From an optimization exercise on the open Yosys and OpenROAD flow, aimed at small area and a short achievable clock period; shortcuts taken in it are not production practice.
The RTL was checked by simulation tests, not by an equivalence proof against the original design.

## flow/design.v (module list and top-level ports; edited modules follow where they fit)
// module booth_mul33: 2819 lines
// module ALU: 57 lines
// module PC_change: 40 lines
// module RegisterBank32: 49 lines
// module DataMemory: 48 lines
// module Processor: 65 lines
module Processor(
    input clk,
    input rst,
    input [31:0] instr,  
    input [5:0] dbgSel,  
    output [11:0] pc,  
    output [31:0] dbgData,
    output [31:0] rOut
);
  // ...
==> flow/flow/run.sh <==
#!/bin/bash
set -euo pipefail
export SETUP_SLACK_MARGIN=${FLOW_SETUP_MARGIN:-15}
bash standard.sh > standard.log 2>&1
==> flow/standard.sh <==
#!/bin/bash
# synth_recipe.tcl (not shown) runs the flow's synth.tcl, then flattens the netlist and writes it again
# the make line also repeats each setting of config.mk as NAME=value (left out here)
make -C /OpenROAD-flow-scripts/flow DESIGN_CONFIG=/design/flow/config.mk WORK_HOME=/design/flow/orfs CLKGATE_MAP_FILE= SYNTH_SCRIPT=/design/flow/synth_recipe.tcl "${@:-finish}"
==> flow/config.mk <==
export PLATFORM = sky130hd
export DESIGN_NAME = Processor
export DESIGN_NICKNAME = Processor
export VERILOG_FILES = /design/flow/design.v
export SDC_FILE = /design/flow/constraint.sdc
export NUM_CORES = 4
export LEC_CHECK = 0
export ABC_AREA = 1
export CAP_MARGIN = 20
export CORE_MARGIN = 2
export CORE_UTILIZATION = 60
export PLACE_DENSITY = 0.7
export SLEW_MARGIN = 20
export TNS_END_PERCENT = 0
==> flow/constraint.sdc <==
create_clock -name core_clock -period 30.0 [get_ports {clk}]
set_input_delay 6.0000 -clock core_clock [delete_from_list [all_inputs] [get_ports {clk}]]
set_output_delay 6.0000 -clock core_clock [all_outputs]
set_load 0.01 [all_outputs]
==> results by group, run 1 <==
Global route
  – Number of global-route vias before repair: approximately 140k
  – Largest net degree at the start of global routing: between 60 and 70
  – GR Layer Usage met1: between 90% and 100%
  – Most used routing layer: met2

Status
  – Status: did not finish
  – Fail Step: global routing (5_1_grt)
  – Error message: [ERROR GRT-0116] Global routing finished with congestion. Check the congestion regions in the DRC Viewer.

Placement
  – # placed instances: approximately 16000
  – Dpl ws: between 10 and 15 ns
  – Placer Congestion: 1.38

Yosys
  – Syn nets: between 10000 and 15000
  – Area contributors post-synth: edfxtp_1, nand2_1, fa_1
  – Compound-Gate Fraction of Synth Area: between 10% and 20%
  – Synth top area share: 36.3%
  – Mux contribution to synthesized area: less than 1%
  – Synth Area in Simple Gates: between 20% and 30%
  – Largest family of logic cells by synthesized area: simple AND/OR/NAND/NOR gates
  – Synthesized area per cell: 7.88 um2
  – Top-count cell post-synth: nand2_1
  – Netlist Area Pre-Place: about 110000 um2

Clocking
  – Hold_buf cts: 0
  – Setup Buffers After CTS: approximately 110
  – CTS Buf Count: between 100 and 150
  – Root Driver: clkbuf_16

Floorplanning
  – Die Width: 424 um
  – Die Ht: ~420 um
  – Initial Utilization: between 60 and 70%
  – Std cell rows: 154
==> module ALU, before the edit <==
module ALU(
    input [5:0] op,
    input [31:0] instr,
    input [31:0] a,
    input [31:0] b,
    output [31:0] result,
    output [63:0] prod,
    output carryFlag,
    output zFlag,
    output signFlag,
    output overflowFlag
    );
	wire opLow  = (op[5:4] == 2'b00);
	wire isAdd  = (opLow & (op[3:0] == 4'd0 || op[3:0] == 4'd4)) || op == 6'd16 || op == 6'd32;
	wire isNeg  = opLow & (op[3:0] == 4'd3 || op[3:0] == 4'd5);
	wire isAnd  = opLow & (op[3:0] == 4'd6);
	wire isXor  = opLow & (op[3:0] == 4'd7);
	wire isSh   = opLow & (op[3:2] == 2'b10 || op[3:1] == 3'b110);
	wire isMul  = opLow & (op[3:0] == 4'd1 || op[3:0] == 4'd2);
	wire [31:0] imm = {{11{instr[20]}}, instr[20:0]};
	wire [31:0] off = {{16{instr[15]}}, instr[15:0]};
	wire useB   = opLow & ~op[2];
	wire useImm = opLow & op[2];
	wire [31:0] bsel = useB ? b : (useImm ? imm : off);
	wire [31:0] x = isNeg ? 32'd0 : a;
	wire [31:0] y = bsel ^ {32{isNeg}};
	wire [32:0] sum = {1'b0, x} + {1'b0, y} + {32'd0, isNeg};
	wire shImm  = ~op[1] & ~(op[3] & op[2] & op[0]);  
	wire [31:0] amt = shImm ? {{27{instr[20]}}, instr[20:16]} : b;
	wire big    = |amt[31:5];
	wire left   = ~op[2] & ~op[0];                     
	wire arith  = op[2];                               
	wire fill   = arith & a[31];
	wire [31:0] ain;
	wire [31:0] sr;
	wire [31:0] shRes;
	genvar i;
	generate for (i = 0; i < 32; i = i + 1) begin : rev
		assign ain[i] = left ? a[31-i] : a[i];
	end endgenerate
	wire signed [32:0] sx = {fill, ain};
	wire signed [32:0] sxs = sx >>> amt[4:0];
	assign sr = big ? {32{fill}} : sxs[31:0];
	generate for (i = 0; i < 32; i = i + 1) begin : rev2
		assign shRes[i] = left ? sr[31-i] : sr[i];
	end endgenerate
	assign result = ({32{isAdd | isNeg}} & sum[31:0])
	              | ({32{isAnd}} & (a & b))
	              | ({32{isXor}} & (a ^ b))
	              | ({32{isSh}} & shRes);
	wire sgn = (op[1:0] == 2'b10);
	booth_mul33 mul (.a({sgn & a[31], a}), .b({sgn & b[31], b}), .p(prod));
	assign carryFlag    = isAdd & sum[32];
	assign overflowFlag = isAdd & (a[31] ^ bsel[31] ^ sum[31] ^ sum[32]);
	assign signFlag     = result[31];
	assign zFlag        = isMul ? (~|a | ~|b) : ~|result;
endmodule
==> module Processor, before the edit <==
module Processor(
    input clk,
    input rst,
    input [31:0] instr,  
    input [5:0] dbgSel,  
    output [11:0] pc,  
    output [31:0] dbgData,
    output [31:0] rOut
);
	wire [5:0] op = instr[31:26];
	wire [4:0] rs = instr[25:21];
	wire [4:0] rt = instr[20:16];
	wire opLow   = (op[5:4] == 2'b00);
	wire isMul   = opLow & (op[3:0] == 4'd1 || op[3:0] == 4'd2);
	wire isLw    = (op == 6'd16);
	wire isSw    = (op == 6'd32);
	wire isLoad  = (op[5:4] == 2'b01);
	wire isStore = (op[5:4] == 2'b10);
	wire isCall  = (op == 6'd58);
	wire [31:0] A, B, R31;
	wire [31:0] aluRes;
	wire [63:0] prod;
	wire cFlag, zFlag, sFlag, vFlag;
	wire [31:0] memRead;
	ALU alu (
		.op(op), .instr(instr), .a(A), .b(B),
		.result(aluRes), .prod(prod),
		.carryFlag(cFlag), .zFlag(zFlag), .signFlag(sFlag), .overflowFlag(vFlag)
	);
	reg cPrev, zPrev, sPrev, vPrev;
	always @(posedge clk or posedge rst) begin
		if (rst) begin
			cPrev <= 1'b0; zPrev <= 1'b0; sPrev <= 1'b0; vPrev <= 1'b0;
		end else begin
			cPrev <= cFlag; zPrev <= zFlag; sPrev <= sFlag; vPrev <= vFlag;
		end
	end
	wire [11:0] pcNext;
	PC_change pcu (
		.clk(clk), .rst(rst), .op(op), .label(instr[11:0]), .rsVal(A[11:0]),
		.raVal(R31[11:0]), .cFlag(cPrev), .zFlag(zPrev), .sFlag(sPrev), .vFlag(vPrev),
		.pc(pc)
	);
	wire        we    = (opLow & ~isMul) | isLoad | isCall;
	wire [4:0]  wAdd  = isLoad ? rt : (isCall ? 5'd31 : rs);
	wire [31:0] wData = isLoad ? memRead : (isCall ? {20'd0, pc + 12'd4} : aluRes);
	wire [31:0] regDbg;
	RegisterBank32 regs (
		.clk(clk), .rst(rst),
		.readAddA(rs), .readDataA(A),
		.readAddB(rt), .readDataB(B),
		.we(we), .writeAdd(wAdd), .writeData(wData),
		.mulWe(isMul), .mulHigh(prod[63:32]), .mulLow(prod[31:0]),
		.r31(R31), .rOut(rOut),
		.dbgAdd(dbgSel), .dbgData(regDbg)
	);
	wire [31:0] memDbg;
	DataMemory dmem (
		.clk(clk), .rst(rst),
		.addr(aluRes[4:2]), .readData(memRead),
		.writeData(B), .write(isStore),
		.dbgAdd(dbgSel), .dbgData(memDbg)
	);
	assign dbgData = regDbg | memDbg;
endmodule
==> inputs of run 2 (changes only) <==
--- a/flow/design.v
+++ b/flow/design.v
@@ -2826,4 +2826,5 @@
     input [31:0] b,
     output [31:0] result,
+    output [2:0] memAddr,   
     output [63:0] prod,
     output carryFlag,
@@ -2848,32 +2849,33 @@
 	wire [32:0] sum = {1'b0, x} + {1'b0, y} + {32'd0, isNeg};
 	wire shImm  = ~op[1] & ~(op[3] & op[2] & op[0]);  
-	wire [31:0] amt = shImm ? {{27{instr[20]}}, instr[20:16]} : b;
-	wire big    = |amt[31:5];
+	wire [4:0] n = shImm ? instr[20:16] : b[4:0];
+	wire big    = shImm ? instr[20] : |b[31:5];        
 	wire left   = ~op[2] & ~op[0];                     
 	wire arith  = op[2];                               
 	wire fill   = arith & a[31];
-	wire [31:0] ain;
-	wire [31:0] sr;
-	wire [31:0] shRes;
 	genvar i;
-	generate for (i = 0; i < 32; i = i + 1) begin : rev
-		assign ain[i] = left ? a[31-i] : a[i];
+	wire [31:0] oh = 32'd1 << n;
+	wire [31:0] pow;
+	assign pow[0] = oh[0];
+	generate for (i = 1; i < 32; i = i + 1) begin : pw
+		assign pow[i] = left ? oh[i] : oh[32-i];
 	end endgenerate
-	wire signed [32:0] sx = {fill, ain};
-	wire signed [32:0] sxs = sx >>> amt[4:0];
-	assign sr = big ? {32{fill}} : sxs[31:0];
-	generate for (i = 0; i < 32; i = i + 1) begin : rev2
-		assign shRes[i] = left ? sr[31-i] : sr[i];
-	end endgenerate
-	assign result = ({32{isAdd | isNeg}} & sum[31:0])
-	              | ({32{isAnd}} & (a & b))
-	              | ({32{isXor}} & (a ^ b))
-	              | ({32{isSh}} & shRes);
+	wire useHigh = ~left & (n != 5'd0);
+	wire [31:0] mask = left ? (32'hffffffff >> n) : (32'hffffffff << n);
+	wire [31:0] shRes = big ? {32{fill}} : (useHigh ? prod[63:32] : prod[31:0]);
+	wire shZero = big ? ~fill : ~|(a & mask);
+	wire [31:0] res0 = ({32{isAdd | isNeg}} & sum[31:0])
+	                 | ({32{isAnd}} & (a & b))
+	                 | ({32{isXor}} & (a ^ b));
+	assign result = res0 | ({32{isSh}} & shRes);
+	assign memAddr = {3{op == 6'd16 || op == 6'd32}} & sum[4:2];
 	wire sgn = (op[1:0] == 2'b10);
-	booth_mul33 mul (.a({sgn & a[31], a}), .b({sgn & b[31], b}), .p(prod));
+	wire [32:0] ma = {(isMul ? sgn : arith) & a[31], a};
+	wire [32:0] mb = isSh ? {1'b0, pow} : {sgn & b[31], b};
+	booth_mul33 mul (.a(ma), .b(mb), .p(prod));
 	assign carryFlag    = isAdd & sum[32];
 	assign overflowFlag = isAdd & (a[31] ^ bsel[31] ^ sum[31] ^ sum[32]);
 	assign signFlag     = result[31];
-	assign zFlag        = isMul ? (~|a | ~|b) : ~|result;
+	assign zFlag        = isMul ? (~|a | ~|b) : (isSh ? shZero : ~|res0);
 endmodule
 `timescale 1ns / 1ps
@@ -3042,7 +3044,8 @@
 	wire cFlag, zFlag, sFlag, vFlag;
 	wire [31:0] memRead;
+	wire [2:0] memAddr;
 	ALU alu (
 		.op(op), .instr(instr), .a(A), .b(B),
-		.result(aluRes), .prod(prod),
+		.result(aluRes), .memAddr(memAddr), .prod(prod),
 		.carryFlag(cFlag), .zFlag(zFlag), .signFlag(sFlag), .overflowFlag(vFlag)
 	);
@@ -3077,5 +3080,5 @@
 	DataMemory dmem (
 		.clk(clk), .rst(rst),
-		.addr(aluRes[4:2]), .readData(memRead),
+		.addr(memAddr), .readData(memRead),
 		.writeData(B), .write(isStore),
 		.dbgAdd(dbgSel), .dbgData(memDbg)
--- a/flow/config.mk
+++ b/flow/config.mk
@@ -9,6 +9,7 @@
 export CAP_MARGIN = 20
 export CORE_MARGIN = 2
-export CORE_UTILIZATION = 60
-export PLACE_DENSITY = 0.7
+export CORE_UTILIZATION = 50
+export CTS_CLUSTER_SIZE = 20
+export PLACE_DENSITY = 0.6
 export SLEW_MARGIN = 20
 export TNS_END_PERCENT = 0
==> run 2 against run 1 <==
  * The run again fails in global routing (5_1_grt)
  * Area after synthesis is 5.5% lower
  * Synthesized cell count is 15% lower
==> results by group, run 2 <==
Floorplanning
  – Die Width: 451 um (+6.4%)
  – Die Ht: 451 um (+6.4%)
  – Std cell rows: 164 (+6.5%)
  – Io pins: roughly 120
  – Initial Utilization: 50.2% (-10 points)

Yosys
  – Top-count cell post-synth: nand2_1
  – Synthesized area per cell: 8.73 um2 (+11%)
  – Synth cell count leaders: nand2_1, inv_1, edfxtp_1, o22ai_1, nand3_1
  – Netlist Area Pre-Place: 100000 um2 (-5.5%)
  – Cell accounting for the most synthesized area: edfxtp_1
  – Top FF cell, synth: edfxtp_1
  – Sequential fraction of the synthesis area: between 30% and 40%
  – Post-synth cell types: 83
  – Synth Register Bits: roughly 1300
  – EDFF count, synth: between 1000 and 1500
  – Async SR Flop Fraction: 4.19%
  – Synth warnings: 6
  – Area contributors post-synth: edfxtp_1, fa_1, nand2_1
  – Syn nets: 12100 (-14%)
  – Synth top area share: 38.5% (+2.1 points)
  – Syn Inst Count: 11400

Clocking
  – # H-tree levels: 4
  – Root Driver: clkbuf_16
  – CTS Buf Count: 149 (unchanged)
  – # clock sinks: between 1000 and 1500
  – Clock Tree Buf Depth: 3

Global route
  – GRT overflow: 4
  – Largest net degree at the start of global routing: between 50 and 60
  – GRT Total Usage: approximately three quarters

Placement
  – Placed cell area: roughly 110000 um2
  – DP HPWL: 474 mm
  – Port Buffers: around 120
  – Dpl ws: 10.25 ns (-2.01 ns)
  – Placer Congestion: 1.21 (-12%)

Status
  – Status: did not finish
  – Fail Step: global routing (5_1_grt)
  – Error message: [ERROR GRT-0232] Routing congestion too high. Check the congestion heatmap in the GUI.

Timing
  – Worst setup endpoint GRT: regs.R[17][26]$_DFFE_PP_/D
  – WEP type: register input
[run 2: cell types whose count changed after synthesis, moves of 158 or more]
cell / delta
nor2_1: -578
nand3_1: -1085
o22ai_1: +381
nand2_1: -1336
o2111ai_1: +158
inv_1: +383
[run 2: metrics by stage]
stage	util [%]	instances
2_1_floorplan	-	11400
3_3_place_gp	53.3	14100
3_5_place_dp	53.4	14100
4_1_cts	60.1	14700
[run 2: cells by family after synthesis]
family | synth area share (%)
XOR/XNOR | 5.57
multiplexers | 0.0613
buffers and inverters | 9.21
AO/OA/AOI/OAI | 17.5
AND/OR/NAND/NOR | 16.2
flip-flops | 39.9
adder cells (fa/ha/maj) | 11.7
[run 2: per-layer routing]
layer / overflow / GRT usage (%)
met5: 4 / 38.7
met4: 0 / 73.7
met3: 0 / 63.1
met2: 0 / 89.4
met1: 0 / 76.2
[run 2: worst min-delay path by stage]
stage / startpoint / endpoint / slack (ns) / cells after the start
4_1_cts: regs.valid[10] / regs.valid[10] / 0.51 / 2
3_3_place_gp: regs.valid[5] / regs.valid[5] / 0.48 / 2
2_1_floorplan: regs.valid[0] / regs.valid[0] / 0.45 / 2
3_5_place_dp: regs.valid[5] / regs.valid[5] / 0.49 / 2
[run 2: timing repair]
action | 4_1_cts
setup buffers | 337
pin swaps | 137
gates cloned | 34
gates resized for setup | 1298
setup endpoints to repair | 1057
hold buffers | 0
==> inputs of run 3 (changes only) <==
--- a/flow/design.v
+++ b/flow/design.v
@@ -1,3 +1,208 @@
 `timescale 1ns / 1ps
+module sk_add32(
+    input [31:0] a,
+    input [31:0] b,
+    input cin,
+    output [31:0] s,
+    output cout
+    );
+	wire [31:0] p = a ^ b;
+	wire [31:0] g0 = a & b;
+	wire c0g = g0[0] | (p[0] & cin);
+	wire G0_1 = g0[1] | (p[1] & c0g);
+	wire P0_1 = p[1] & p[0];
+	wire G0_3 = g0[3] | (p[3] & g0[2]);
+	wire P0_3 = p[3] & p[2];
+	wire G0_5 = g0[5] | (p[5] & g0[4]);
+	wire P0_5 = p[5] & p[4];
+	wire G0_7 = g0[7] | (p[7] & g0[6]);
+	wire P0_7 = p[7] & p[6];
+	wire G0_9 = g0[9] | (p[9] & g0[8]);
+	wire P0_9 = p[9] & p[8];
+	wire G0_11 = g0[11] | (p[11] & g0[10]);
+	wire P0_11 = p[11] & p[10];
+	wire G0_13 = g0[13] | (p[13] & g0[12]);
+	wire P0_13 = p[13] & p[12];
+	wire G0_15 = g0[15] | (p[15] & g0[14]);
+	wire P0_15 = p[15] & p[14];
+	wire G0_17 = g0[17] | (p[17] & g0[16]);
+	wire P0_17 = p[17] & p[16];
+	wire G0_19 = g0[19] | (p[19] & g0[18]);
+	wire P0_19 = p[19] & p[18];
+	wire G0_21 = g0[21] | (p[21] & g0[20]);
+	wire P0_21 = p[21] & p[20];
+	wire G0_23 = g0[23] | (p[23] & g0[22]);
+	wire P0_23 = p[23] & p[22];
+	wire G0_25 = g0[25] | (p[25] & g0[24]);
+	wire P0_25 = p[25] & p[24];
+	wire G0_27 = g0[27] | (p[27] & g0[26]);
+	wire P0_27 = p[27] & p[26];
+	wire G0_29 = g0[29] | (p[29] & g0[28]);
+	wire P0_29 = p[29] & p[28];
+	wire G0_31 = g0[31] | (p[31] & g0[30]);
+	wire P0_31 = p[31] & p[30];
+	wire G1_2 = g0[2] | (p[2] & G0_1);
+	wire P1_2 = p[2] & P0_1;
+	wire G1_3 = G0_3 | (P0_3 & G0_1);
+	wire P1_3 = P0_3 & P0_1;
+	wire G1_6 = g0[6] | (p[6] & G0_5);
+	wire P1_6 = p[6] & P0_5;
+	wire G1_7 = G0_7 | (P0_7 & G0_5);
+	wire P1_7 = P0_7 & P0_5;
+	wire G1_10 = g0[10] | (p[10] & G0_9);
+	wire P1_10 = p[10] & P0_9;
+	wire G1_11 = G0_11 | (P0_11 & G0_9);
+	wire P1_11 = P0_11 & P0_9;
+	wire G1_14 = g0[14] | (p[14] & G0_13);
+	wire P1_14 = p[14] & P0_13;
+	wire G1_15 = G0_15 | (P0_15 & G0_13);
+	wire P1_15 = P0_15 & P0_13;
+	wire G1_18 = g0[18] | (p[18] & G0_17);
+	wire P1_18 = p[18] & P0_17;
+	wire G1_19 = G0_19 | (P0_19 & G0_17);
+	wire P1_19 = P0_19 & P0_17;
+	wire G1_22 = g0[22] | (p[22] & G0_21);
+	wire P1_22 = p[22] & P0_21;
+	wire G1_23 = G0_23 | (P0_23 & G0_21);
+	wire P1_23 = P0_23 & P0_21;
+	wire G1_26 = g0[26] | (p[26] & G0_25);
+	wire P1_26 = p[26] & P0_25;
+	wire G1_27 = G0_27 | (P0_27 & G0_25);
+	wire P1_27 = P0_27 & P0_25;
+	wire G1_30 = g0[30] | (p[30] & G0_29);
+	wire P1_30 = p[30] & P0_29;
+	wire G1_31 = G0_31 | (P0_31 & G0_29);
+	wire P1_31 = P0_31 & P0_29;
+	wire G2_4 = g0[4] | (p[4] & G1_3);
+	wire P2_4 = p[4] & P1_3;
+	wire G2_5 = G0_5 | (P0_5 & G1_3);
+	wire P2_5 = P0_5 & P1_3;
+	wire G2_6 = G1_6 | (P1_6 & G1_3);
+	wire P2_6 = P1_6 & P1_3;
+	wire G2_7 = G1_7 | (P1_7 & G1_3);
+	wire P2_7 = P1_7 & P1_3;
+	wire G2_12 = g0[12] | (p[12] & G1_11);
+	wire P2_12 = p[12] & P1_11;
+	wire G2_13 = G0_13 | (P0_13 & G1_11);
+	wire P2_13 = P0_13 & P1_11;
+	wire G2_14 = G1_14 | (P1_14 & G1_11);
+	wire P2_14 = P1_14 & P1_11;
+	wire G2_15 = G1_15 | (P1_15 & G1_11);
+	wire P2_15 = P1_15 & P1_11;
+	wire G2_20 = g0[20] | (p[20] & G1_19);
+	wire P2_20 = p[20] & P1_19;
+	wire G2_21 = G0_21 | (P0_21 & G1_19);
+	wire P2_21 = P0_21 & P1_19;
+	wire G2_22 = G1_22 | (P1_22 & G1_19);
+	wire P2_22 = P1_22 & P1_19;
+	wire G2_23 = G1_23 | (P1_23 & G1_19);
+	wire P2_23 = P1_23 & P1_19;
+	wire G2_28 = g0[28] | (p[28] & G1_27);
+	wire P2_28 = p[28] & P1_27;
+	wire G2_29 = G0_29 | (P0_29 & G1_27);
+	wire P2_29 = P0_29 & P1_27;
+	wire G2_30 = G1_30 | (P1_30 & G1_27);
+	wire P2_30 = P1_30 & P1_27;
+	wire G2_31 = G1_31 | (P1_31 & G1_27);
+	wire P2_31 = P1_31 & P1_27;
+	wire G3_8 = g0[8] | (p[8] & G2_7);
+	wire P3_8 = p[8] & P2_7;
+	wire G3_9 = G0_9 | (P0_9 & G2_7);
+	wire P3_9 = P0_9 & P2_7;
+	wire G3_10 = G1_10 | (P1_10 & G2_7);
+	wire P3_10 = P1_10 & P2_7;
+	wire G3_11 = G1_11 | (P1_11 & G2_7);
+	wire P3_11 = P1_11 & P2_7;
+	wire G3_12 = G2_12 | (P2_12 & G2_7);
+	wire P3_12 = P2_12 & P2_7;
+	wire G3_13 = G2_13 | (P2_13 & G2_7);
+	wire P3_13 = P2_13 & P2_7;
+	wire G3_14 = G2_14 | (P2_14 & G2_7);
+	wire P3_14 = P2_14 & P2_7;
+	wire G3_15 = G2_15 | (P2_15 & G2_7);
+	wire P3_15 = P2_15 & P2_7;
+	wire G3_24 = g0[24] | (p[24] & G2_23);
+	wire P3_24 = p[24] & P2_23;
+	wire G3_25 = G0_25 | (P0_25 & G2_23);
+	wire P3_25 = P0_25 & P2_23;
+	wire G3_26 = G1_26 | (P1_26 & G2_23);
+	wire P3_26 = P1_26 & P2_23;
+	wire G3_27 = G1_27 | (P1_27 & G2_23);
+	wire P3_27 = P1_27 & P2_23;
+	wire G3_28 = G2_28 | (P2_28 & G2_23);
+	wire P3_28 = P2_28 & P2_23;
+	wire G3_29 = G2_29 | (P2_29 & G2_23);
+	wire P3_29 = P2_29 & P2_23;
+	wire G3_30 = G2_30 | (P2_30 & G2_23);
+	wire P3_30 = P2_30 & P2_23;
+	wire G3_31 = G2_31 | (P2_31 & G2_23);
+	wire P3_31 = P2_31 & P2_23;
+	wire G4_16 = g0[16] | (p[16] & G3_15);
+	wire P4_16 = p[16] & P3_15;
+	wire G4_17 = G0_17 | (P0_17 & G3_15);
+	wire P4_17 = P0_17 & P3_15;
+	wire G4_18 = G1_18 | (P1_18 & G3_15);
+	wire P4_18 = P1_18 & P3_15;
+	wire G4_19 = G1_19 | (P1_19 & G3_15);
+	wire P4_19 = P1_19 & P3_15;
+	wire G4_20 = G2_20 | (P2_20 & G3_15);
+	wire P4_20 = P2_20 & P3_15;
+	wire G4_21 = G2_21 | (P2_21 & G3_15);
+	wire P4_21 = P2_21 & P3_15;
+	wire G4_22 = G2_22 | (P2_22 & G3_15);
+	wire P4_22 = P2_22 & P3_15;
+	wire G4_23 = G2_23 | (P2_23 & G3_15);
+	wire P4_23 = P2_23 & P3_15;
+	wire G4_24 = G3_24 | (P3_24 & G3_15);
+	wire P4_24 = P3_24 & P3_15;
+	wire G4_25 = G3_25 | (P3_25 & G3_15);
+	wire P4_25 = P3_25 & P3_15;
+	wire G4_26 = G3_26 | (P3_26 & G3_15);
+	wire P4_26 = P3_26 & P3_15;
+	wire G4_27 = G3_27 | (P3_27 & G3_15);
+	wire P4_27 = P3_27 & P3_15;
+	wire G4_28 = G3_28 | (P3_28 & G3_15);
+	wire P4_28 = P3_28 & P3_15;
+	wire G4_29 = G3_29 | (P3_29 & G3_15);
+	wire P4_29 = P3_29 & P3_15;
+	wire G4_30 = G3_30 | (P3_30 & G3_15);
+	wire P4_30 = P3_30 & P3_15;
+	wire G4_31 = G3_31 | (P3_31 & G3_15);
+	wire P4_31 = P3_31 & P3_15;
+	assign s[0] = p[0] ^ cin;
+	assign s[1] = p[1] ^ c0g;
+	assign s[2] = p[2] ^ G0_1;
+	assign s[3] = p[3] ^ G1_2;
+	assign s[4] = p[4] ^ G1_3;
+	assign s[5] = p[5] ^ G2_4;
+	assign s[6] = p[6] ^ G2_5;
+	assign s[7] = p[7] ^ G2_6;
+	assign s[8] = p[8] ^ G2_7;
+	assign s[9] = p[9] ^ G3_8;
+	assign s[10] = p[10] ^ G3_9;
+	assign s[11] = p[11] ^ G3_10;
+	assign s[12] = p[12] ^ G3_11;
+	assign s[13] = p[13] ^ G3_12;
+	assign s[14] = p[14] ^ G3_13;
+	assign s[15] = p[15] ^ G3_14;
+	assign s[16] = p[16] ^ G3_15;
+	assign s[17] = p[17] ^ G4_16;
+	assign s[18] = p[18] ^ G4_17;
+	assign s[19] = p[19] ^ G4_18;
+	assign s[20] = p[20] ^ G4_19;
+	assign s[21] = p[21] ^ G4_20;
+	assign s[22] = p[22] ^ G4_21;
+	assign s[23] = p[23] ^ G4_22;
+	assign s[24] = p[24] ^ G4_23;
+	assign s[25] = p[25] ^ G4_24;
+	assign s[26] = p[26] ^ G4_25;
+	assign s[27] = p[27] ^ G4_26;
+	assign s[28] = p[28] ^ G4_27;
+	assign s[29] = p[29] ^ G4_28;
+	assign s[30] = p[30] ^ G4_29;
+	assign s[31] = p[31] ^ G4_30;
+	assign cout = G4_31;
+endmodule
+`timescale 1ns / 1ps
 module booth_mul33(
     input [32:0] a,
@@ -2820,167 +3025,55 @@
 endmodule
 `timescale 1ns / 1ps
-module ALU(
-    input [5:0] op,
-    input [31:0] instr,
-    input [31:0] a,
-    input [31:0] b,
-    output [31:0] result,
-    output [2:0] memAddr,   
-    output [63:0] prod,
-    output carryFlag,
-    output zFlag,
-    output signFlag,
-    output overflowFlag
-    );
-	wire opLow  = (op[5:4] == 2'b00);
-	wire isAdd  = (opLow & (op[3:0] == 4'd0 || op[3:0] == 4'd4)) || op == 6'd16 || op == 6'd32;
-	wire isNeg  = opLow & (op[3:0] == 4'd3 || op[3:0] == 4'd5);
-	wire isAnd  = opLow & (op[3:0] == 4'd6);
-	wire isXor  = opLow & (op[3:0] == 4'd7);
-	wire isSh   = opLow & (op[3:2] == 2'b10 || op[3:1] == 3'b110);
-	wire isMul  = opLow & (op[3:0] == 4'd1 || op[3:0] == 4'd2);
-	wire [31:0] imm = {{11{instr[20]}}, instr[20:0]};
-	wire [31:0] off = {{16{instr[15]}}, instr[15:0]};
-	wire useB   = opLow & ~op[2];
-	wire useImm = opLow & op[2];
+module Processor(
+    input clk,
+    input rst,
+    input [31:0] instr,  
+    input [5:0] dbgSel,  
+    output reg [11:0] pc,  
+    output [31:0] dbgData,
+    output [31:0] rOut
+);
+	genvar g;
+	integer i;
+	reg        pV;           
+	reg        isAdd, isNeg, isAnd, isXor, isSh, isMul, isLoad, isStore, isCall;
+	reg        useB, useImm, left, arith, lsAddr, wrReg;
+	reg [4:0]  pD;           
+	reg [20:0] pImm;         
+	reg [32:0] pA;           
+	reg [32:0] pB;           
+	reg [4:0]  pN;           
+	reg        pBig;         
+	wire [31:0] imm = {{11{pImm[20]}}, pImm[20:0]};
+	wire [31:0] off = {{16{pImm[15]}}, pImm[15:0]};
+	wire [31:0] a = pA[31:0];
+	wire [31:0] b = pB[31:0];
 	wire [31:0] bsel = useB ? b : (useImm ? imm : off);
 	wire [31:0] x = isNeg ? 32'd0 : a;
 	wire [31:0] y = bsel ^ {32{isNeg}};
-	wire [32:0] sum = {1'b0, x} + {1'b0, y} + {32'd0, isNeg};
-	wire shImm  = ~op[1] & ~(op[3] & op[2] & op[0]);  
-	wire [4:0] n = shImm ? instr[20:16] : b[4:0];
-	wire big    = shImm ? instr[20] : |b[31:5];        
-	wire left   = ~op[2] & ~op[0];                     
-	wire arith  = op[2];                               
-	wire fill   = arith & a[31];
-	genvar i;
-	wire [31:0] oh = 32'd1 << n;
-	wire [31:0] pow;
-	assign pow[0] = oh[0];
-	generate for (i = 1; i < 32; i = i + 1) begin : pw
-		assign pow[i] = left ? oh[i] : oh[32-i];
-	end endgenerate
-	wire useHigh = ~left & (n != 5'd0);
-	wire [31:0] mask = left ? (32'hffffffff >> n) : (32'hffffffff << n);
-	wire [31:0] shRes = big ? {32{fill}} : (useHigh ? prod[63:32] : prod[31:0]);
-	wire shZero = big ? ~fill : ~|(a & mask);
+	wire [32:0] sum;
+	sk_add32 adder (.a(x), .b(y), .cin(isNeg), .s(sum[31:0]), .cout(sum[32]));
+	wire [63:0] prod;
+	booth_mul33 mul (.a(pA), .b(pB), .p(prod));
+	wire fill    = arith & a[31];
+	wire useHigh = ~left & (pN != 5'd0);
+	wire [31:0] mask = left ? (32'hffffffff >> pN) : (32'hffffffff << pN);
+	wire [31:0] shRes = pBig ? {32{fill}} : (useHigh ? prod[63:32] : prod[31:0]);
+	wire shZero = pBig ? ~fill : ~|(a & mask);
 	wire [31:0] res0 = ({32{isAdd | isNeg}} & sum[31:0])
 	                 | ({32{isAnd}} & (a & b))
 	                 | ({32{isXor}} & (a ^ b));
-	assign result = res0 | ({32{isSh}} & shRes);
-	assign memAddr = {3{op == 6'd16 || op == 6'd32}} & sum[4:2];
-	wire sgn = (op[1:0] == 2'b10);
-	wire [32:0] ma = {(isMul ? sgn : arith) & a[31], a};
-	wire [32:0] mb = isSh ? {1'b0, pow} : {sgn & b[31], b};
-	booth_mul33 mul (.a(ma), .b(mb), .p(prod));
-	assign carryFlag    = isAdd & sum[32];
-	assign overflowFlag = isAdd & (a[31] ^ bsel[31] ^ sum[31] ^ sum[32]);
-	assign signFlag     = result[31];
-	assign zFlag        = isMul ? (~|a | ~|b) : (isSh ? shZero : ~|res0);
-endmodule
-`timescale 1ns / 1ps
-module PC_change(
-    input clk,
-    input rst,
-    input [5:0] op,
-    input [11:0] label,
-    input [11:0] rsVal,
-    input [11:0] raVal,
-    input cFlag,
-    input zFlag,
-    input sFlag,
-    input vFlag,
-    output reg [11:0] pc
-    );
-	reg flag;
-	always @(*) begin
-		case (op[2:1])
-			2'b01: flag = zFlag;    
-			2'b10: flag = cFlag;    
-			2'b11: flag = sFlag;    
-			default: flag = vFlag;  
-		endcase
-	end
-	wire isBr    = (op[5:4] == 2'b11);
-	wire toLabel = isBr & ((op[3:0] == 4'd0) | (op[3:0] == 4'd10) |
-	               ((op[3:0] >= 4'd2) & (op[3:0] <= 4'd9) & (flag ^ op[0])));
-	wire toRs    = isBr & (op[3:0] == 4'd1);
-	wire toRa    = isBr & (op[3:0] == 4'd11);
-	always @(posedge clk or posedge rst) begin
-		if (rst)
-			pc <= 12'd0;
-		else if (toLabel)
-			pc <= label;
-		else if (toRs)
-			pc <= rsVal;
-		else if (toRa)
-			pc <= raVal;
-		else
-			pc <= pc + 12'd4;
-	end
-endmodule
-`timescale 1ns / 1ps
-module RegisterBank32(
-    input clk,
-    input rst,
-    input [4:0] readAddA,
-    output reg [31:0] readDataA,
-    input [4:0] readAddB,
-    output reg [31:0] readDataB,
-    input we,
-    input [4:0] writeAdd,
-    input [31:0] writeData,
-    input mulWe,           
-    input [31:0] mulHigh,
-    input [31:0] mulLow,
-    output [31:0] r31,
-    output [31:0] rOut,
-    input [5:0] dbgAdd,    
-    output reg [31:0] dbgData
-    );
-	reg [31:0] R [0:31];
-	reg [31:0] valid;
-	wire [31:0] wsel;
-	genvar g;
-	generate for (g = 0; g < 32; g = g + 1) begin : wr
-		assign wsel[g] = (we & (writeAdd == g)) | (mulWe & (g == 19 || g == 20));
-		always @(posedge clk) begin
-			if (wsel[g])
-				R[g] <= (mulWe && g == 19) ? mulHigh : ((mulWe && g == 20) ? mulLow : writeData);
-		end
-	end endgenerate
-	always @(posedge clk or posedge rst) begin
-		if (rst)
-			valid <= 32'd0;
-		else
-			valid <= valid | wsel;
-	end
-	integer i;
-	always @(*) begin
-		readDataA = 32'd0;
-		readDataB = 32'd0;
-		dbgData = 32'd0;
-		for (i = 0; i < 32; i = i + 1) begin
-			readDataA = readDataA | ({32{valid[i] & (readAddA == i)}} & R[i]);
-			readDataB = readDataB | ({32{valid[i] & (readAddB == i)}} & R[i]);
-			dbgData   = dbgData   | ({32{valid[i] & (dbgAdd == i)}} & R[i]);
-		end
-	end
-	assign r31  = {32{valid[31]}} & R[31];
-	assign rOut = {32{valid[9]}} & R[9];
-endmodule
-`timescale 1ns / 1ps
-module DataMemory(
-    input clk,
-    input rst,
-    input [2:0] addr,
-    output reg [31:0] readData,
-    input [31:0] writeData,
-    input write,
-    input [5:0] dbgAdd,    
-    output reg [31:0] dbgData
-    );
-	reg [31:0] M [0:7];
+	wire [31:0] aluRes = res0 | ({32{isSh}} & shRes);
+	wire [2:0] memAddr = {3{lsAddr}} & sum[4:2];
+	wire cFlag = pV & isAdd & sum[32];
+	wire vFlag = pV & isAdd & (a[31] ^ bsel[31] ^ sum[31] ^ sum[32]);
+	wire sFlag = pV & aluRes[31];
+	wire zFlag = pV & (isMul ? (~|a | ~|b) : (isSh ? shZero : ~|res0));
+	reg [31:0] Mn [0:7];     
 	reg [7:0] written;
+	wire [31:0] M [0:7];
+	generate for (g = 0; g < 8; g = g + 1) begin : md
+		assign M[g] = ~Mn[g];
+	end endgenerate
 	function [3:0] init;
 		input [2:0] w;
@@ -2996,9 +3089,9 @@
 		endcase
 	endfunction
-	genvar g;
-	generate for (g = 0; g < 8; g = g + 1) begin : wr
+	wire pSt = pV & isStore;    
+	generate for (g = 0; g < 8; g = g + 1) begin : mw
 		always @(posedge clk) begin
-			if (write && addr == g)
-				M[g] <= writeData;
+			if (pSt && memAddr == g)
+				Mn[g] <= ~b;
 		end
 	end endgenerate
@@ -3006,82 +3099,136 @@
 		if (rst)
 			written <= 8'd0;
-		else if (write)
-			written[addr] <= 1'b1;
+		else if (pSt)
+			written[memAddr] <= 1'b1;
 	end
-	integer i;
+	reg [31:0] memRead;
 	always @(*) begin
-		readData = 32'd0;
-		dbgData = 32'd0;
-		for (i = 0; i < 8; i = i + 1) begin
-			readData = readData | ({32{addr == i}} & (written[i] ? M[i] : {28'd0, init(i)}));
-			dbgData  = dbgData  | ({32{dbgAdd == 6'd32 + i}} & (written[i] ? M[i] : {28'd0, init(i)}));
-		end
+		memRead = 32'd0;
+		for (i = 0; i < 8; i = i + 1)
+			memRead = memRead | ({32{memAddr == i}} & (written[i] ? M[i] : {28'd0, init(i)}));
 	end
-endmodule
-`timescale 1ns / 1ps
-module Processor(
-    input clk,
-    input rst,
-    input [31:0] instr,  
-    input [5:0] dbgSel,  
-    output [11:0] pc,  
-    output [31:0] dbgData,
-    output [31:0] rOut
-);
-	wire [5:0] op = instr[31:26];
+	wire dbgMem = (dbgSel[5:3] == 3'b100);
+	reg [31:0] memDbg;
+	always @(*) begin
+		memDbg = {32{dbgMem & pSt & (dbgSel[2:0] == memAddr)}} & b;
+		for (i = 0; i < 8; i = i + 1)
+			memDbg = memDbg | ({32{dbgMem & (dbgSel[2:0] == i) & ~(pSt & memAddr == i)}} &
+			                   (written[i] ? M[i] : {28'd0, init(i)}));
+	end
+	wire        pWr  = pV & wrReg;              
+	wire        pMul = pV & isMul;              
+	wire [31:0] pW   = isMul ? prod[31:0] : (isLoad ? memRead : (isCall ? b : aluRes));
+	wire [31:0] pHi  = prod[63:32];
+	wire [31:0] ovr;
+	generate for (g = 0; g < 32; g = g + 1) begin : ov
+		assign ovr[g] = (pWr & (pD == g)) | (pMul & (g == 19));
+	end endgenerate
+	reg [31:0] Rn [0:31];    
+	reg [31:0] valid;
+	wire [31:0] R [0:31];
+	generate for (g = 0; g < 32; g = g + 1) begin : rd
+		assign R[g] = ~Rn[g];
+	end endgenerate
 	wire [4:0] rs = instr[25:21];
 	wire [4:0] rt = instr[20:16];
-	wire opLow   = (op[5:4] == 2'b00);
-	wire isMul   = opLow & (op[3:0] == 4'd1 || op[3:0] == 4'd2);
-	wire isLw    = (op == 6'd16);
-	wire isSw    = (op == 6'd32);
-	wire isLoad  = (op[5:4] == 2'b01);
-	wire isStore = (op[5:4] == 2'b10);
-	wire isCall  = (op == 6'd58);
-	wire [31:0] A, B, R31;
-	wire [31:0] aluRes;
-	wire [63:0] prod;
-	wire cFlag, zFlag, sFlag, vFlag;
-	wire [31:0] memRead;
-	wire [2:0] memAddr;
-	ALU alu (
-		.op(op), .instr(instr), .a(A), .b(B),
-		.result(aluRes), .memAddr(memAddr), .prod(prod),
-		.carryFlag(cFlag), .zFlag(zFlag), .signFlag(sFlag), .overflowFlag(vFlag)
-	);
-	reg cPrev, zPrev, sPrev, vPrev;
-	always @(posedge clk or posedge rst) begin
-		if (rst) begin
-			cPrev <= 1'b0; zPrev <= 1'b0; sPrev <= 1'b0; vPrev <= 1'b0;
-		end else begin
-			cPrev <= cFlag; zPrev <= zFlag; sPrev <= sFlag; vPrev <= vFlag;
+	reg [31:0] A, B, regDbg;
+	always @(*) begin
+		A      = ({32{pWr & (rs == pD)}} & pW) | ({32{pMul & (rs == 5'd19)}} & pHi);
+		B      = ({32{pWr & (rt == pD)}} & pW) | ({32{pMul & (rt == 5'd19)}} & pHi);
+		regDbg = ({32{pWr & (dbgSel == {1'b0, pD})}} & pW) | ({32{pMul & (dbgSel == 6'd19)}} & pHi);
+		for (i = 0; i < 32; i = i + 1) begin
+			A      = A      | ({32{valid[i] & ~ovr[i] & (rs == i)}} & R[i]);
+			B      = B      | ({32{valid[i] & ~ovr[i] & (rt == i)}} & R[i]);
+			regDbg = regDbg | ({32{valid[i] & ~ovr[i] & (dbgSel == i)}} & R[i]);
 		end
 	end
-	wire [11:0] pcNext;
-	PC_change pcu (
-		.clk(clk), .rst(rst), .op(op), .label(instr[11:0]), .rsVal(A[11:0]),
-		.raVal(R31[11:0]), .cFlag(cPrev), .zFlag(zPrev), .sFlag(sPrev), .vFlag(vPrev),
-		.pc(pc)
-	);
-	wire        we    = (opLow & ~isMul) | isLoad | isCall;
-	wire [4:0]  wAdd  = isLoad ? rt : (isCall ? 5'd31 : rs);
-	wire [31:0] wData = isLoad ? memRead : (isCall ? {20'd0, pc + 12'd4} : aluRes);
-	wire [31:0] regDbg;
-	RegisterBank32 regs (
-		.clk(clk), .rst(rst),
-		.readAddA(rs), .readDataA(A),
-		.readAddB(rt), .readDataB(B),
-		.we(we), .writeAdd(wAdd), .writeData(wData),
-		.mulWe(isMul), .mulHigh(prod[63:32]), .mulLow(prod[31:0]),
-		.r31(R31), .rOut(rOut),
-		.dbgAdd(dbgSel), .dbgData(regDbg)
-	);
-	wire [31:0] memDbg;
-	DataMemory dmem (
-		.clk(clk), .rst(rst),
-		.addr(memAddr), .readData(memRead),
-		.writeData(B), .write(isStore),
-		.dbgAdd(dbgSel), .dbgData(memDbg)
-	);
+	assign rOut = (pWr & (pD == 5'd9)) ? pW : ({32{valid[9]}} & R[9]);
+	wire [31:0] R31 = (pWr & (pD == 5'd31)) ? pW : ({32{valid[31]}} & R[31]);
 	assign dbgData = regDbg | memDbg;
+	generate for (g = 0; g < 32; g = g + 1) begin : rw
+		always @(posedge clk) begin
+			if (pWr && pD == g)
+				Rn[g] <= ~pW;
+			else if (pMul && g == 19)
+				Rn[g] <= ~pHi;
+		end
+	end endgenerate
+	always @(posedge clk or posedge rst) begin
+		if (rst)
+			valid <= 32'd0;
+		else
+			valid <= valid | ovr;
+	end
+	wire [5:0] op = instr[31:26];
+	always @(posedge clk or posedge rst) begin
+		if (rst)
+			pV <= 1'b0;
+		else
+			pV <= 1'b1;
+	end
+	wire cOpLow = (op[5:4] == 2'b00);
+	wire cMul   = cOpLow & (op[3:0] == 4'd1 || op[3:0] == 4'd2);
+	wire cSh    = cOpLow & (op[3:2] == 2'b10 || op[3:1] == 3'b110);
+	wire cLoad  = (op[5:4] == 2'b01);
+	wire cCall  = (op == 6'd58);
+	wire cSgn   = (op[1:0] == 2'b10);
+	wire cLeft  = ~op[2] & ~op[0];                    
+	wire cArith = op[2];                              
+	wire cShImm = ~op[1] & ~(op[3] & op[2] & op[0]);  
+	wire [4:0] cN = cShImm ? instr[20:16] : B[4:0];
+	wire [31:0] oh = 32'd1 << cN;
+	wire [31:0] pow;
+	assign pow[0] = oh[0];
+	generate for (g = 1; g < 32; g = g + 1) begin : pw
+		assign pow[g] = cLeft ? oh[g] : oh[32-g];
+	end endgenerate
+	always @(posedge clk) begin
+		isAdd   <= (cOpLow & (op[3:0] == 4'd0 || op[3:0] == 4'd4)) || op == 6'd16 || op == 6'd32;
+		isNeg   <= cOpLow & (op[3:0] == 4'd3 || op[3:0] == 4'd5);
+		isAnd   <= cOpLow & (op[3:0] == 4'd6);
+		isXor   <= cOpLow & (op[3:0] == 4'd7);
+		isSh    <= cSh;
+		isMul   <= cMul;
+		isLoad  <= cLoad;
+		isStore <= (op[5:4] == 2'b10);
+		isCall  <= cCall;
+		useB    <= cOpLow & ~op[2];
+		useImm  <= cOpLow & op[2];
+		left    <= cLeft;
+		arith   <= cArith;
+		lsAddr  <= (op == 6'd16 || op == 6'd32);
+		wrReg   <= cOpLow | cLoad | cCall;
+		pD      <= cMul ? 5'd20 : (cLoad ? rt : (cCall ? 5'd31 : rs));
+		pImm    <= instr[20:0];
+		pA      <= {(cMul ? cSgn : cArith) & A[31], A};
+		pB      <= cSh ? {1'b0, pow} : (cCall ? {21'd0, pc + 12'd4} : {cSgn & B[31], B});
+		pN      <= cN;
+		pBig    <= cShImm ? instr[20] : |B[31:5];
+	end
+	reg flag;
+	always @(*) begin
+		case (op[2:1])
+			2'b01: flag = zFlag;    
+			2'b10: flag = cFlag;    
+			2'b11: flag = sFlag;    
+			default: flag = vFlag;  
+		endcase
+	end
+	wire isBr    = (op[5:4] == 2'b11);
+	wire toLabel = isBr & ((op[3:0] == 4'd0) | (op[3:0] == 4'd10) |
+	               ((op[3:0] >= 4'd2) & (op[3:0] <= 4'd9) & (flag ^ op[0])));
+	wire toRs    = isBr & (op[3:0] == 4'd1);
+	wire toRa    = isBr & (op[3:0] == 4'd11);
+	always @(posedge clk or posedge rst) begin
+		if (rst)
+			pc <= 12'd0;
+		else if (toLabel)
+			pc <= instr[11:0];
+		else if (toRs)
+			pc <= A[11:0];
+		else if (toRa)
+			pc <= R31[11:0];
+		else
+			pc <= pc + 12'd4;
+	end
 endmodule
==> flow/flow/run.sh (replaced) <==
#!/bin/bash
set -euo pipefail
export SETUP_SLACK_MARGIN=${FLOW_SETUP_MARGIN:-15}
sed 's/"\${@:-finish}"/MATCH_CELL_FOOTPRINT=0 "${@:-finish}"/' standard.sh > standard_nofp.sh
grep -q 'MATCH_CELL_FOOTPRINT=0' standard_nofp.sh
bash standard_nofp.sh > standard.log 2>&1
--- a/flow/config.mk
+++ b/flow/config.mk
@@ -9,7 +9,8 @@
 export CAP_MARGIN = 20
 export CORE_MARGIN = 2
-export CORE_UTILIZATION = 50
-export CTS_CLUSTER_SIZE = 20
-export PLACE_DENSITY = 0.6
+export CORE_UTILIZATION = 40
+export CTS_BUF_LIST = sky130_fd_sc_hd__clkbuf_8
+export CTS_CLUSTER_SIZE = 12
+export PLACE_DENSITY = 0.5
 export SLEW_MARGIN = 20
 export TNS_END_PERCENT = 0
==> run 3 against run 2 <==
  * Synthesized cell count rose by 2.3%
  * Area after synthesis increased by 3.4%
  * Now clean on timing, DRC and antenna
==> results by group, run 3 <==
Status
  – Status: no timing/DRC/antenna violations

Drt
  – DRC Markers: 0
  – Antenna Nets Post-Route: 0
  – Drt total wl: between 700 and 800 mm
  – DR iter-0 viols: 23400
  – Vias: around 120k
  – Post-DR vias/cell: ~7.4
  – Routed len/inst: between 40 and 50 um
  – DR pass1 iterations: 11

Finish
  – Final-stage net count: 12700
  – Most frequent cells in the layout: nand2_1, o22ai_1, inv_1, edfxtp_1, nor2_1
  – Multi-input logic area: approximately 55000 um2
  – Area grow syn2layout: 16.8%
  – Reg area: roughly 42000 um2
  – Max reg flops: 1024
  – Most flop-heavy register: Rn
  – Fillers: between 20000 and 25000
  – Biggest regs: Rn: 1024 flops, Mn: 256 flops
  – Fraction of layout cells with a size suffix above 1: around 14%
  – Most common cell after layout, fill and taps aside: nand2_1

Flow run
  – Maximum capacitance violations: 0

Floorplanning
  – Io pins: 116 (unchanged)
  – Die Width: 512 um (+14%)
  – Initial Utilization: 40.2% (-9.9 points)
  – Core ar.: around 260000 um2
  – Total die area: 262000 um2
  – Die Ht: 512 um (+14%)
  – Std cell rows: 186 (+13%)

Clocking
  – Reg clk slew, reported paths: roughly 0.060 ns
  – Root Driver: clkbuf_8
  – # H-tree levels: 5 (+1)
  – CTS Buf Count: 279 (+87%)
  – # clock sinks: 1446 (+8.2%)
  – Hold_buf cts: 0 (unchanged)
  – Clock latency on the worst-skew pair: approximately 1.1 ns
  – Clock Tree Buf Depth: 4 (+1)
  – CTS tree: yes

Yosys
  – Synthesized area per cell: 8.82 um2 (+1.0%)
  – Sequential fraction of the synthesis area: 40.7% (+0.81 points)
  – Synth Register Bits: 1446 (+8.2%)
  – Cell accounting for the most synthesized area: edfxtp_1
  – Syn Inst Count: 11700 (+2.3%)
  – EDFF count, synth: 1280 (unchanged)
  – Synth top area share: 37.2% (-1.3 points)
  – Top FF cell, synth: edfxtp_1
  – Synth cell count leaders: nand2_1, o22ai_1, inv_1, edfxtp_1, nor2_1
  – Top-count cell post-synth: nand2_1
  – Syn nets: 12400 (+2.2%)
  – Synth warnings: 3 (-3)
  – Async SR Flop Fraction: 3.67% (-0.53 points)
  – Post-synth cell types: 79 (-4.8%)
  – Area contributors post-synth: edfxtp_1, o22ai_1, fa_1
  – Netlist Area Pre-Place: 103000 um2 (+3.4%)

Timing
  – Pins Over Slew Limit: 0
  – Peak Freq: ~0.065 GHz
  – Clock Skews: approximately 0.15 ns
  – Minimum clock period: ~16 ns
  – Slew margin rel.: under 10%
  – Fin. Hold Viols: 0
  – Worst-Margin Slew: roughly 1.4 ns
  – Unrepaired setup endpoints after global routing: yes
  – TNS Setup: 0 ns
  – Setup-failing EPs final: 0
  – Tcrit/Tclk final: between 50% and 60%

Worst hold path
  – Hold crit path type: reg2reg

Worst setup path
  – CP Max Fanout: 11
  – CP endpoint kind: output pin
  – Worst Path Required: 24.00 ns
  – Worst endpoint data arrival time: around 9.5 ns
  – Crit path launch type: primary input
  – Reg2Reg Setup Slack: between 20 and 25 ns
  – Kind of critical path: in2out

Global route
  – Largest net degree at the start of global routing: 65
  – Number of global-route vias before repair: 107000
  – First-pass GRT wire length: about 1000 mm
  – GRT Total Usage: 55.5%
  – Initial antenna violation count: 120
  – GRT overflow: 0

Placement
  – Placer Congestion: 1.11 (-8.2%)
  – DP HPWL: 498 mm (+5.1%)
  – Port Buffers: 115 (unchanged)
run 3: cell count changes after synthesis, sizes merged, moves of 113 or more:
| cell | previous run | this run |
|---|---|---|
| a221oi | 219 | 30 |
| o21ai | 523 | 409 |
| nor2 | 644 | 908 |
| nor3 | 124 | 467 |
| dfxtp | 0 | 113 |
| nor4 | 117 | 263 |
| nand2 | 1979 | 1727 |
| o2111ai | 201 | 76 |
| o22ai | 989 | 1528 |
| nand3 | 675 | 328 |
| inv | 1687 | 1402 |
run 3: final timing paths:
path,start,to,cells past startpoint
hold reg to reg,valid[0],valid[0],2
setup / recovery,dbgSel[3],dbgData[15],10
max in group asynchronous,rst,pV,3
min in group asynchronous,rst,valid[26],3
setup reg to reg,pB[3],pBig,37
hold / removal,valid[0],valid[0],2
run 3: through the flow:
step | instances | area [um2] | utilization, % | setup slack [ns] | hold slack [ns]
6_report | 15800 | 121000 | 47.0 | 14.50 | 0.460
5_1_grt | 15600 | 120000 | 46.9 | 14.64 | 0.491
4_1_cts | 15500 | 119000 | 46.2 | 14.61 | 0.462
3_5_place_dp | 15000 | 110000 | 42.9 | 12.36 | 0.447
3_3_place_gp | 15000 | 110000 | 42.9 | 11.96 | 0.434
2_1_floorplan | 11700 | 103000 | - | 15.78 | 0.423
run 3: logic make-up after synthesis:
family | after synthesis | synth area share, %
and+or+nand+nor | 3990 | 17.1
buffers and inverters | 2189 | 8.19
DFF | 1446 | 40.7
muxes | 5 | 0.0484
adders and majority gates | 667 | 11.5
AOI/OAI and AO/OA | 2808 | 17.4
other | 1 | 0.00363
xor gates and xnor gates | 605 | 5.13
run 3: repair_timing:
| item | 4_1_cts | 5_1_grt |
|---|---|---|
| cloned | 16 | 11 |
| gates resized for setup | 635 | 300 |
| setup buffers | 60 | 41 |
| pin swaps | 58 | 55 |
| setup endpoints to repair | 64 | 64 |
run 3: cell type report:
type | instances | share of cell area [%]
sequential | 1446 | 34.8
tap | 3384 | 3.51
multi-input combinational | 8076 | 45.9
inverter | 1457 | 4.74
timing repair buffer | 752 | 6.18
antenna | 149 | 0.309
clock buffer | 300 | 3.42
clock inverter | 185 | 1.04
timing repair inverter | 4 | 0.0228
run 3: critical path: stages:
cell and delay, ns:
buf_2 0.18, inv_1 0.09, nand2_1 0.11, nor2_2 0.10, nand3_2 0.29, buf_4 0.46
clkinvlp_4 0.68, a2111oi_4 0.96, o2111ai_1 0.30, dlymetal6s2s_1 0.25
run 3: per-layer routing:
metal  global-route usage, %  part of all wire [%]  up-vias  wire (um)
met2                    77.1                    39    13300     299000
met3                    28.9                    16     4957     121000
met4                    53.4                    13       63      98700
met1                    59.4                    31    55900     237000
li1                        -                     -    42600          -
met5                    4.47                  0.21        -       1570

-- re-timing with driven ports --
The results above use ideal ports. As a check the final layout listed here was re-extracted and re-timed, cells and wires unchanged.
Step 1 (the two cells are an assumption about what drives the block):
set clk [get_ports {clk}]
set_driving_cell -lib_cell sky130_fd_sc_hd__clkbuf_16 $clk
set_driving_cell -lib_cell sky130_fd_sc_hd__buf_2 [delete_from_list [all_inputs] $clk]
Step 2 also shifts input and output timing later by t, the mid clock arrival at the registers, as if the neighbouring blocks saw the same clock.
a / b / c = no drivers / after step 1 / after step 2; a / b = the first two.
run: run 3
shift t [ns]: 1.103
setup WS [ns]: 14.500 / 14.474 / 14.474
clock arrival spread, ns: 0.152 / 0.152
worst data-port slew with drivers (ns): 0.14
After both steps run 3 still meets setup and hold. For run 3, drivers alone change the setup slack by -0.026 ns; drivers and shift together by -0.026 ns.
